Source: an optimization exercise on an open RTL-to-GDS flow (aim: small area and a short achievable clock period). Production flows keep margins and buffers that such runs may drop.
Where RTL was checked, it was by simulation tests only, not by an equivalence proof against the original.
No activity file was given, so power comes from the tool's default toggle rates.

## divmodder
module divmodder #(parameter WIDTH = 32, parameter LATENCY = 4) (
  input clock, input reset,
  input [WIDTH-1:0] in1, input [WIDTH-1:0] in2,
  output [WIDTH-1:0] div, output [WIDTH-1:0] mod);
  wire [0:0] t0 = in1[31];
  wire hi0 = |in2[31:1];
  wire [0:0] dd0 = in2[0:0];
  wire [0:0] pg0 = ~(t0 ^ dd0);
  wire [0:0] gg0 = ~t0 & dd0;
  wire [1:0] bw0 = {gg0[0], 1'b0};
  wire [0:0] df0 = ~pg0 ^ bw0[0:0];
  wire ge0 = ~bw0[1] & ~hi0;
  wire [0:0] r1 = ge0 ? df0 : t0;
  wire [0:0] q1 = ge0;
  wire [1:0] t1 = {r1, in1[30]};
  wire hi1 = |in2[31:2];
  wire [1:0] dd1 = in2[1:0];
  wire [1:0] pg1 = ~(t1 ^ dd1);
  wire [1:0] gg1 = ~t1 & dd1;
  wire G1_1 = gg1[1] | (pg1[1] & gg1[0]);
  wire P1_1 = pg1[1] & pg1[0];
  wire [2:0] bw1 = {G1_1, gg1[0], 1'b0};
  wire [1:0] df1 = ~pg1 ^ bw1[1:0];
  wire ge1 = ~bw1[2] & ~hi1;
  wire [1:0] r2 = ge1 ? df1 : t1;
  wire [1:0] q2 = {q1, ge1};
  wire [2:0] t2 = {r2, in1[29]};
  wire hi2 = |in2[31:3];
  wire [2:0] dd2 = in2[2:0];
  wire [2:0] pg2 = ~(t2 ^ dd2);
  wire [2:0] gg2 = ~t2 & dd2;
  wire G2_1 = gg2[1] | (pg2[1] & gg2[0]);
  wire P2_1 = pg2[1] & pg2[0];
  wire G2_2 = gg2[2] | (pg2[2] & G2_1);
  wire P2_2 = pg2[2] & P2_1;
  wire [3:0] bw2 = {G2_2, G2_1, gg2[0], 1'b0};
  wire [2:0] df2 = ~pg2 ^ bw2[2:0];
  wire ge2 = ~bw2[3] & ~hi2;
  wire [2:0] r3 = ge2 ? df2 : t2;
  wire [2:0] q3 = {q2, ge2};
  reg [31:0] s1_d;
  always @(posedge clock) s1_d <= in2;
  reg [28:0] s1_a;
  always @(posedge clock) s1_a <= in1[28:0];
  reg [2:0] s1_r;
  always @(posedge clock) s1_r <= r3;
  reg [2:0] s1_q;
  always @(posedge clock) s1_q <= q3;
  wire [3:0] t3 = {s1_r, s1_a[28]};
  wire hi3 = |s1_d[31:4];
  wire [3:0] dd3 = s1_d[3:0];
  wire [3:0] pg3 = ~(t3 ^ dd3);
  wire [3:0] gg3 = ~t3 & dd3;
  wire G3_1 = gg3[1] | (pg3[1] & gg3[0]);
  wire P3_1 = pg3[1] & pg3[0];
  wire G3_2 = gg3[3] | (pg3[3] & gg3[2]);
  wire P3_2 = pg3[3] & pg3[2];
  wire G3_3 = gg3[2] | (pg3[2] & G3_1);
  ...
Size: ~5,100 cells after synthesis, roughly 330 flip-flops, roughly 130 I/O pins.
==> flow/config.mk <==
export PLATFORM = sky130hd
export DESIGN_NAME = divmodder
export DESIGN_NICKNAME = divmodder
export VERILOG_FILES = /design/flow/design.v
export SDC_FILE = /design/flow/constraint.sdc
export NUM_CORES = 4
export LEC_CHECK = 0
export ABC_AREA = 1
export CAP_MARGIN = 20
export CORE_MARGIN = 2
export CORE_UTILIZATION = 40
export SLEW_MARGIN = 20
==> flow/constraint.sdc <==
create_clock -name core_clock -period 85.0 [get_ports {clock}]
set_input_delay 17.0000 -clock core_clock [delete_from_list [all_inputs] [get_ports {clock}]]
set_output_delay 17.0000 -clock core_clock [all_outputs]
set_load 0.01 [all_outputs]
standard.sh (not shown) runs the stock make flow with config.mk's settings and CLKGATE_MAP_FILE= SYNTH_SCRIPT=/design/flow/synth_recipe.tcl, a recipe that flattens the netlist after the stock synthesis.
==> flow/flow/run.sh <==
#!/bin/bash
# The standard layout, with plain buf_1 cells as the port buffers
# (instead of the default delay-buffer cells).
set -euo pipefail
bash standard.sh "BUFFER_PORTS_ARGS=-buffer_cell sky130_fd_sc_hd__buf_1" finish > standard.log 2>&1
The baseline passed the timing, design-rule and antenna checks.
Change:
==> flow/flow/run.sh (replaced) <==
#!/bin/bash
# The standard layout, with plain buf_1 cells as the port buffers
# (instead of the default delay-buffer cells), and timing repair asked
# to leave a setup margin, so that it speeds up the critical paths.
set -euo pipefail
bash standard.sh "BUFFER_PORTS_ARGS=-buffer_cell sky130_fd_sc_hd__buf_1" "SETUP_SLACK_MARGIN=65" finish > standard.log 2>&1
What happened:
- The new run finished clean
- setup slack improved by 2.6 ns
- synthesized area does not change
- total power is higher by about 7%
- die area is unchanged
- fmax went up by 13%
- first-iteration DRC count came out lower by 2.5%
- routed wire length rises by about 9%
- critical path depth shrinks by 110
- final cell count increases by 2.3%
- hold slack hardly moves
- sequential share of layout area goes down by 0.99 points
Change:
==> flow/run.sh (new file) <==
#!/bin/bash
# synth_recipe.tcl (not shown) runs the flow's synth.tcl, then flattens the netlist and writes it again
# the make line also repeats each setting of config.mk as NAME=value (left out here)
make -C /OpenROAD-flow-scripts/flow DESIGN_CONFIG=/design/flow/config.mk WORK_HOME=/design/flow/orfs CLKGATE_MAP_FILE= SYNTH_SCRIPT=/design/flow/synth_recipe.tcl finish
removed: flow/flow/run.sh
removed: flow/standard.sh
After rerunning: Power is lower by a few percent. Register-to-register slack got worse by 4.2 ns. Fmax is lower by roughly a tenth. Die area stays the same. Core utilization is lower by 2.2 points. Flip-flop and latch count stays the same. Final cell count is lower by a few percent.
Change:
==> flow/flow/run.sh (new file) <==
#!/bin/bash
# The standard layout, with plain buf_1 cells as the port buffers
# (instead of the default delay-buffer cells), and timing repair asked
# to leave a setup margin, so that it speeds up the critical paths.
set -euo pipefail
bash standard.sh "BUFFER_PORTS_ARGS=-buffer_cell sky130_fd_sc_hd__buf_1" "SETUP_SLACK_MARGIN=67" finish > standard.log 2>&1
==> flow/standard.sh (new file) <==
#!/bin/bash
# synth_recipe.tcl (not shown) runs the flow's synth.tcl, then flattens the netlist and writes it again
# the make line also repeats each setting of config.mk as NAME=value (left out here)
make -C /OpenROAD-flow-scripts/flow DESIGN_CONFIG=/design/flow/config.mk WORK_HOME=/design/flow/orfs CLKGATE_MAP_FILE= SYNTH_SCRIPT=/design/flow/synth_recipe.tcl "${@:-finish}"
removed: flow/run.sh
The new run finished with timing, DRC and antenna clean.
Combinational power rose by about 40%.
Power rose by 17%.
Cell area rose by about 19%.
Clock power barely changes.
Area after synthesis is unchanged.
Register-to-register slack gets better by 5.4 ns.
Maximum frequency rose by 12%.
Via count rose by about 10%.
Clock-buffer cell count fell by 7.
Die area is unchanged.

== run A ==
divmodder, a different RTL version from the one above (not shown whole).
Size in the first run: about 5100 cells after synthesis, ~330 flip-flops, roughly 130 I/O pins, ~36000 µm² of cells after synthesis.
// divmodder
module divmodder #(parameter WIDTH = 32, parameter LATENCY = 4) (
  input clock, input reset,
  input [WIDTH-1:0] in1, input [WIDTH-1:0] in2,
  output [WIDTH-1:0] div, output [WIDTH-1:0] mod);
export LEC_CHECK = 0
export ABC_AREA = 1
export CAP_MARGIN = 20
export CORE_MARGIN = 2
export CORE_UTILIZATION = 70
export SLEW_MARGIN = 20
create_clock -name core_clock -period 85.0 [get_ports {clock}]
==> flow/flow/run.sh <==
#!/bin/bash
# The standard layout, with plain buf_1 cells as the port buffers
# (instead of the default delay-buffer cells), and timing repair asked
# to leave a setup margin, so that it speeds up the critical paths.
set -euo pipefail
bash standard.sh "BUFFER_PORTS_ARGS=-buffer_cell sky130_fd_sc_hd__buf_1" "SETUP_SLACK_MARGIN=64.5" finish > standard.log 2>&1
Run A reached the end of the flow, and the finished layout is clean on the timing, design-rule and antenna checks.
Inputs modified between run A and run B:
# run A
export LEC_CHECK = 0
export ABC_AREA = 1
export CAP_MARGIN = 20
export CORE_MARGIN = 2
export CORE_UTILIZATION = 70
export SLEW_MARGIN = 20
create_clock -name core_clock -period 85.0 [get_ports {clock}]
# run B
export LEC_CHECK = 0
export ABC_AREA = 1
export CAP_MARGIN = 20
export CORE_MARGIN = 2
export CORE_UTILIZATION = 55
export SLEW_MARGIN = 20
create_clock -name core_clock -period 85.0 [get_ports {clock}]
--- a/flow/flow/run.sh
+++ b/flow/flow/run.sh
@@ -6 +6 @@
-bash standard.sh "BUFFER_PORTS_ARGS=-buffer_cell sky130_fd_sc_hd__buf_1" "SETUP_SLACK_MARGIN=64.5" finish > standard.log 2>&1
+bash standard.sh "BUFFER_PORTS_ARGS=-buffer_cell sky130_fd_sc_hd__buf_1" "SETUP_SLACK_MARGIN=65" finish > standard.log 2>&1
## What came out
Of run B and run A, run B shows the higher final worst setup slack, with run A below it. Side by side, number of antenna diodes turned out lower in run B than in run A. Compared run B against run A; hold slack within noise. For the final cell utilization of the core, run B came in 15 points lower than run A did. Across both runs, power of the clock network was higher for run B than for run A. In run B, the wire length came out about 2.4% above the value in run A. From run A to run B the numbers moved as follows: average wire length per cell after detail routing lower; required arrival time at the worst endpoint lower. Upper clock frequency limit was lower in the run labelled run A. Run B vs run A — number of stages on the worst setup path dropped 124. Run B vs. run A: met3 wire length went down by 1600 µm.

divmodder, a different RTL version from the one above (not shown whole).
Size in the first run: about 4000 cells after synthesis, about 330 flip-flops, about 34000 um^2 of cells after synthesis.
Settings: LEC_CHECK=0, CAP_MARGIN=20, CORE_MARGIN=2, CORE_UTILIZATION=40, SLEW_MARGIN=20; clock period 85.0 ns.
run.sh (not shown) runs the stock make flow with config.mk's settings and CLKGATE_MAP_FILE= SYNTH_SCRIPT=/design/flow/synth_recipe.tcl, a recipe that flattens the netlist after the stock synthesis.
Stock flow here: none of the scripts above is used.
Edit:
--- a/flow/config.mk
+++ b/flow/config.mk
@@ -6,4 +6,5 @@
 export NUM_CORES = 4
 export LEC_CHECK = 0
+export ABC_AREA = 1
 export CAP_MARGIN = 20
 export CORE_MARGIN = 2
The new run passed the timing, design-rule and antenna checks.
Via count grows by 8.8%.
Worst hold slack is about the same.
First-iteration DRC count shrinks by 9.2%.
Fmax grows by about 13%.
Final area grows by about 3%.
Flip-flop and latch count stays the same.
Clock power grows by about 3%.
Critical path depth shrinks by 53.
Synthesized cell count grows by 27%.
Power shrinks by 8.2%.
Core utilization shrinks by 0.33 points.
Function was not checked in any run of this note: the RTL went through the layout flow alone.

red:
RTL: one of the versions met above, not the one the previous note started from.
Size in the first run: about 5100 cells after synthesis, roughly 330 flip-flops, roughly 36000 um^2 of cells after synthesis.
Settings: LEC_CHECK=0, ABC_AREA=1, CAP_MARGIN=20, CORE_MARGIN=2, CORE_UTILIZATION=40, CTS_BUF_LIST=sky130_fd_sc_hd__clkbuf_4 sky130_fd_sc_hd__clkbuf_8, SLEW_MARGIN=20; clock period 85.0 ns.
standard.sh (not shown) runs the stock make flow with config.mk's settings and CLKGATE_MAP_FILE= SYNTH_SCRIPT=/design/flow/synth_recipe.tcl, a recipe that flattens the netlist after the stock synthesis.
==> flow/flow/run.sh <==
#!/bin/bash
# The standard layout, with plain buf_1 cells as the port buffers
# (instead of the default delay-buffer cells), and timing repair asked
# to leave a setup margin, so that it speeds up the critical paths.
set -euo pipefail
bash standard.sh "BUFFER_PORTS_ARGS=-buffer_cell sky130_fd_sc_hd__buf_1" "SETUP_SLACK_MARGIN=65" finish > standard.log 2>&1
Inputs modified between red and blue:
Settings: CTS_BUF_LIST: sky130_fd_sc_hd__clkbuf_4 sky130_fd_sc_hd__clkbuf_8 -> unset; CORE_UTILIZATION: 40 -> 55.
==> flow/flow/run.sh <==
#!/bin/bash
# The standard layout, with plain buf_1 cells as the port buffers
# (instead of the default delay-buffer cells), and timing repair asked
# to leave a setup margin, so that it speeds up the critical paths.
set -euo pipefail
bash standard.sh "BUFFER_PORTS_ARGS=-buffer_cell sky130_fd_sc_hd__buf_1" "SETUP_SLACK_MARGIN=64.5" finish > standard.log 2>&1
### Flow results
In the metrics for red and blue, the one carrying the higher average vias per placed instance is blue. Total power per unit cell area ended up 0.34% lower on blue than on red. Between blue and red, the non-clock inverter total of the final layout figures differ only marginally. Taking red over blue, the cell count ratio works out to 1.06. The lower routed wire length of red and blue is in red. The run with more setup slack is red; blue has less. Row layout overhead on the synthesized area: blue lower / red higher. Final area is lower on blue.
#### Input delta (green over blue)
Settings: ABC_AREA removed (was 1).
==> flow/flow/run.sh <==
#!/bin/bash
# The standard layout, with plain buf_1 cells as the port buffers
# (instead of the default delay-buffer cells), and timing repair asked
# to leave a setup margin, so that it speeds up the critical paths.
set -euo pipefail
bash standard.sh "BUFFER_PORTS_ARGS=-buffer_cell sky130_fd_sc_hd__buf_1" "SETUP_SLACK_MARGIN=65" finish > standard.log 2>&1
Findings:
green finished all stages; the layout is clean.
In the reports for blue and green, the larger data required time at the worst endpoint belongs to green.
green reports its most frequent standard cell in the layout excluding fill and tap cells as sky130_fd_sc_hd__buf_4 while blue reports sky130_fd_sc_hd__nand2_1.
s1_a[29] as the launching instance or port of the critical path was reported by blue, and s3_a[8] by green.
Run comparison: blue critical path endpoint s2_r[8]; green critical path endpoint s4_df[26]
Measured slew at the worst slew-check pin: green < blue
There was hardly any difference in worst hold slack between blue and green.
Die area, green vs blue: down slightly
Compare blue and green | gate count after technology mapping lower: green

== north ==
divmodder again, from the RTL that the note above started with.
==> flow/config.mk <==
export PLATFORM = sky130hd
export DESIGN_NAME = divmodder
export DESIGN_NICKNAME = divmodder
export VERILOG_FILES = /design/flow/design.v
export SDC_FILE = /design/flow/constraint.sdc
export NUM_CORES = 4
export LEC_CHECK = 0
export ABC_AREA = 1
export CAP_MARGIN = 20
export CORE_MARGIN = 2
export CORE_UTILIZATION = 40
export SLEW_MARGIN = 20
==> flow/constraint.sdc <==
create_clock -name core_clock -period 85.0 [get_ports {clock}]
set_input_delay 17.0000 -clock core_clock [delete_from_list [all_inputs] [get_ports {clock}]]
set_output_delay 17.0000 -clock core_clock [all_outputs]
set_load 0.01 [all_outputs]
==> flow/flow/run.sh <==
#!/bin/bash
# The standard layout, with plain buf_1 cells as the port buffers
# (instead of the default delay-buffer cells), and timing repair asked
# to leave a setup margin, so that it speeds up the critical paths.
set -euo pipefail
bash standard.sh "BUFFER_PORTS_ARGS=-buffer_cell sky130_fd_sc_hd__buf_1" "SETUP_SLACK_MARGIN=67" finish > standard.log 2>&1
Input changes introduced in south (baseline for comparison: north):
# north
export LEC_CHECK = 0
export ABC_AREA = 1
export CAP_MARGIN = 20
export CORE_MARGIN = 2
export CORE_UTILIZATION = 40
export SLEW_MARGIN = 20
create_clock -name core_clock -period 85.0 [get_ports {clock}]
# south
export LEC_CHECK = 0
export ABC_AREA = 1
export CAP_MARGIN = 20
export CORE_MARGIN = 2
export CORE_UTILIZATION = 55
export SLEW_MARGIN = 20
create_clock -name core_clock -period 85.0 [get_ports {clock}]
-- flow/flow/run.sh --
<<< north, line 5
set -euo pipefail
bash standard.sh "BUFFER_PORTS_ARGS=-buffer_cell sky130_fd_sc_hd__buf_1" "SETUP_SLACK_MARGIN=67" finish > standard.log 2>&1
>>> south, line 5
set -euo pipefail
bash standard.sh "BUFFER_PORTS_ARGS=-buffer_cell sky130_fd_sc_hd__buf_1" "SETUP_SLACK_MARGIN=66" finish > standard.log 2>&1
==> run summary <==
In south, the vias after detailed routing came out about 4.7% below the value in north.
south vs. north: clock power decreased by about 6% relative to the old numbers, biggest cell delay along the critical path was more or less identical, number of cells in the design after placement has decreased, final instance area shrank by about 11%.
north leaves less setup margin than south.
Compared to north, south was floorplanned on a smaller die.
Type of the worst setup path = reg2reg: north; type of the worst setup path = reg2out: south
south against north: non-clock buffer count dropped 34%, wire length dropped 10 mm.
## Diff of input files: east against south
# south
export LEC_CHECK = 0
export ABC_AREA = 1
export CAP_MARGIN = 20
export CORE_MARGIN = 2
export CORE_UTILIZATION = 55
export SLEW_MARGIN = 20
create_clock -name core_clock -period 85.0 [get_ports {clock}]
# east
export LEC_CHECK = 0
export ABC_AREA = 1
export CAP_MARGIN = 20
export CORE_MARGIN = 2
export CORE_UTILIZATION = 40
export CTS_BUF_LIST = sky130_fd_sc_hd__clkbuf_8
export CTS_CLUSTER_SIZE = 30
export SLEW_MARGIN = 20
create_clock -name core_clock -period 85.0 [get_ports {clock}]
-- flow/flow/run.sh --
<<< south, line 5
set -euo pipefail
bash standard.sh "BUFFER_PORTS_ARGS=-buffer_cell sky130_fd_sc_hd__buf_1" "SETUP_SLACK_MARGIN=66" finish > standard.log 2>&1
>>> east, line 5
set -euo pipefail
bash standard.sh "BUFFER_PORTS_ARGS=-buffer_cell sky130_fd_sc_hd__buf_1" "SETUP_SLACK_MARGIN=65" finish > standard.log 2>&1
[summary]
The critical path capture point comes out s2_r[9]$_DFF_P_ in one run and mod[24] in the other, namely in east and south respectively.
Relative area change from synthesis to final layout ended up 4.0 points lower on east than on south.
east: initial cell density of the core lower than south
Summary of east over south: transition time at the pin with the least slew margin fell by 0.091 ns, multi-input gate area in the final layout decreased by 1000 sq um relative to the old numbers, final area moved down.
First-pass GRT wire length (higher): south
When east is measured against south, its core utilization turns out 20 points lower.
Delta(violation count after the first detailed-route iteration, east - south) < 0
For west, these inputs were changed with respect to east:
# east
export LEC_CHECK = 0
export ABC_AREA = 1
export CAP_MARGIN = 20
export CORE_MARGIN = 2
export CORE_UTILIZATION = 40
export CTS_BUF_LIST = sky130_fd_sc_hd__clkbuf_8
export CTS_CLUSTER_SIZE = 30
export SLEW_MARGIN = 20
create_clock -name core_clock -period 85.0 [get_ports {clock}]
# west
export LEC_CHECK = 0
export ABC_AREA = 1
export CAP_MARGIN = 0
export CORE_MARGIN = 2
export CORE_UTILIZATION = 55
export SLEW_MARGIN = 0
create_clock -name core_clock -period 85.0 [get_ports {clock}]
==> run summary <==
- west against east: power dropped 2.6%; required time reported for the critical path endpoint has decreased; net count reported at finish neither gained nor lost much; fraction of area in registers rose 0.25 points.
- west vs east: global-route usage up
- west vs. east: fraction of the cycle the final worst path needs saw little to no change; share of total power in combinational logic saw an increase; proportion of cell area occupied by multi-input gates saw an increase.
- Diff east -> west | pin count of the biggest net entering global routing | up by more than half
- west vs. east: cell count saw a decrease; final-layout worst hold slack saw little to no change.

==> static timing again, ports no longer ideal <==
The results above use ideal ports. As a check the final layouts listed here were re-extracted and re-timed, cells and wires unchanged. Step 1, drivers: a clkbuf_16 drives clock and a buf_2 each remaining input, both assumed. Step 2 adds t to the input delays and takes it off the output delays; t is the mean of the earliest and latest rising clock arrival at the registers after step 1. Input paths then give back, and output paths get back, about the clock's delay inside the block. Three values: no drivers, after step 1, after step 2; two values: the first two.
| run | t (ns) | setup slack, ns | pins driven straight from the clock port |
|---|---|---|---|
| the first run of note 1 | 0.669 | 61.895 / 61.895 / 61.895 | 1 |
| the second run of note 1 | 0.644 | 64.486 / 64.421 / 64.185 | 1 |
| the third run of note 1 | 0.645 | 61.945 / 61.945 / 61.945 | 1 |
| the fourth run of note 1 | 0.662 | 64.442 / 64.374 / 64.139 | 1 |
| run A | 0.631 | 65.329 / 65.329 / 65.329 | 1 |
| run B | 0.638 | 65.769 / 65.703 / 65.328 | 1 |
| the first run of note 3 | 0.635 | 57.482 / 57.482 / 57.482 | 1 |
| the second run of note 3 | 0.639 | 60.610 / 60.549 / 61.188 | 1 |
| red | 0.794 | 65.860 / 65.860 / 65.553 | 1 |
| blue | 0.635 | 65.600 / 65.600 / 65.259 | 1 |
| green | 0.664 | 63.416 / 63.416 / 63.416 | 1 |
| north | 0.695 | 65.770 / 65.770 / 65.702 | 1 |
| south | 0.639 | 66.177 / 66.111 / 65.671 | 1 |
| east | 0.795 | 65.863 / 65.863 / 65.554 | 1 |
| west | 0.638 | 65.769 / 65.703 / 65.328 | 1 |
After both steps every run listed still meets setup and hold. The setup slack of south, which loses most, moves by -0.066 ns with the drivers and by -0.506 ns with both steps.
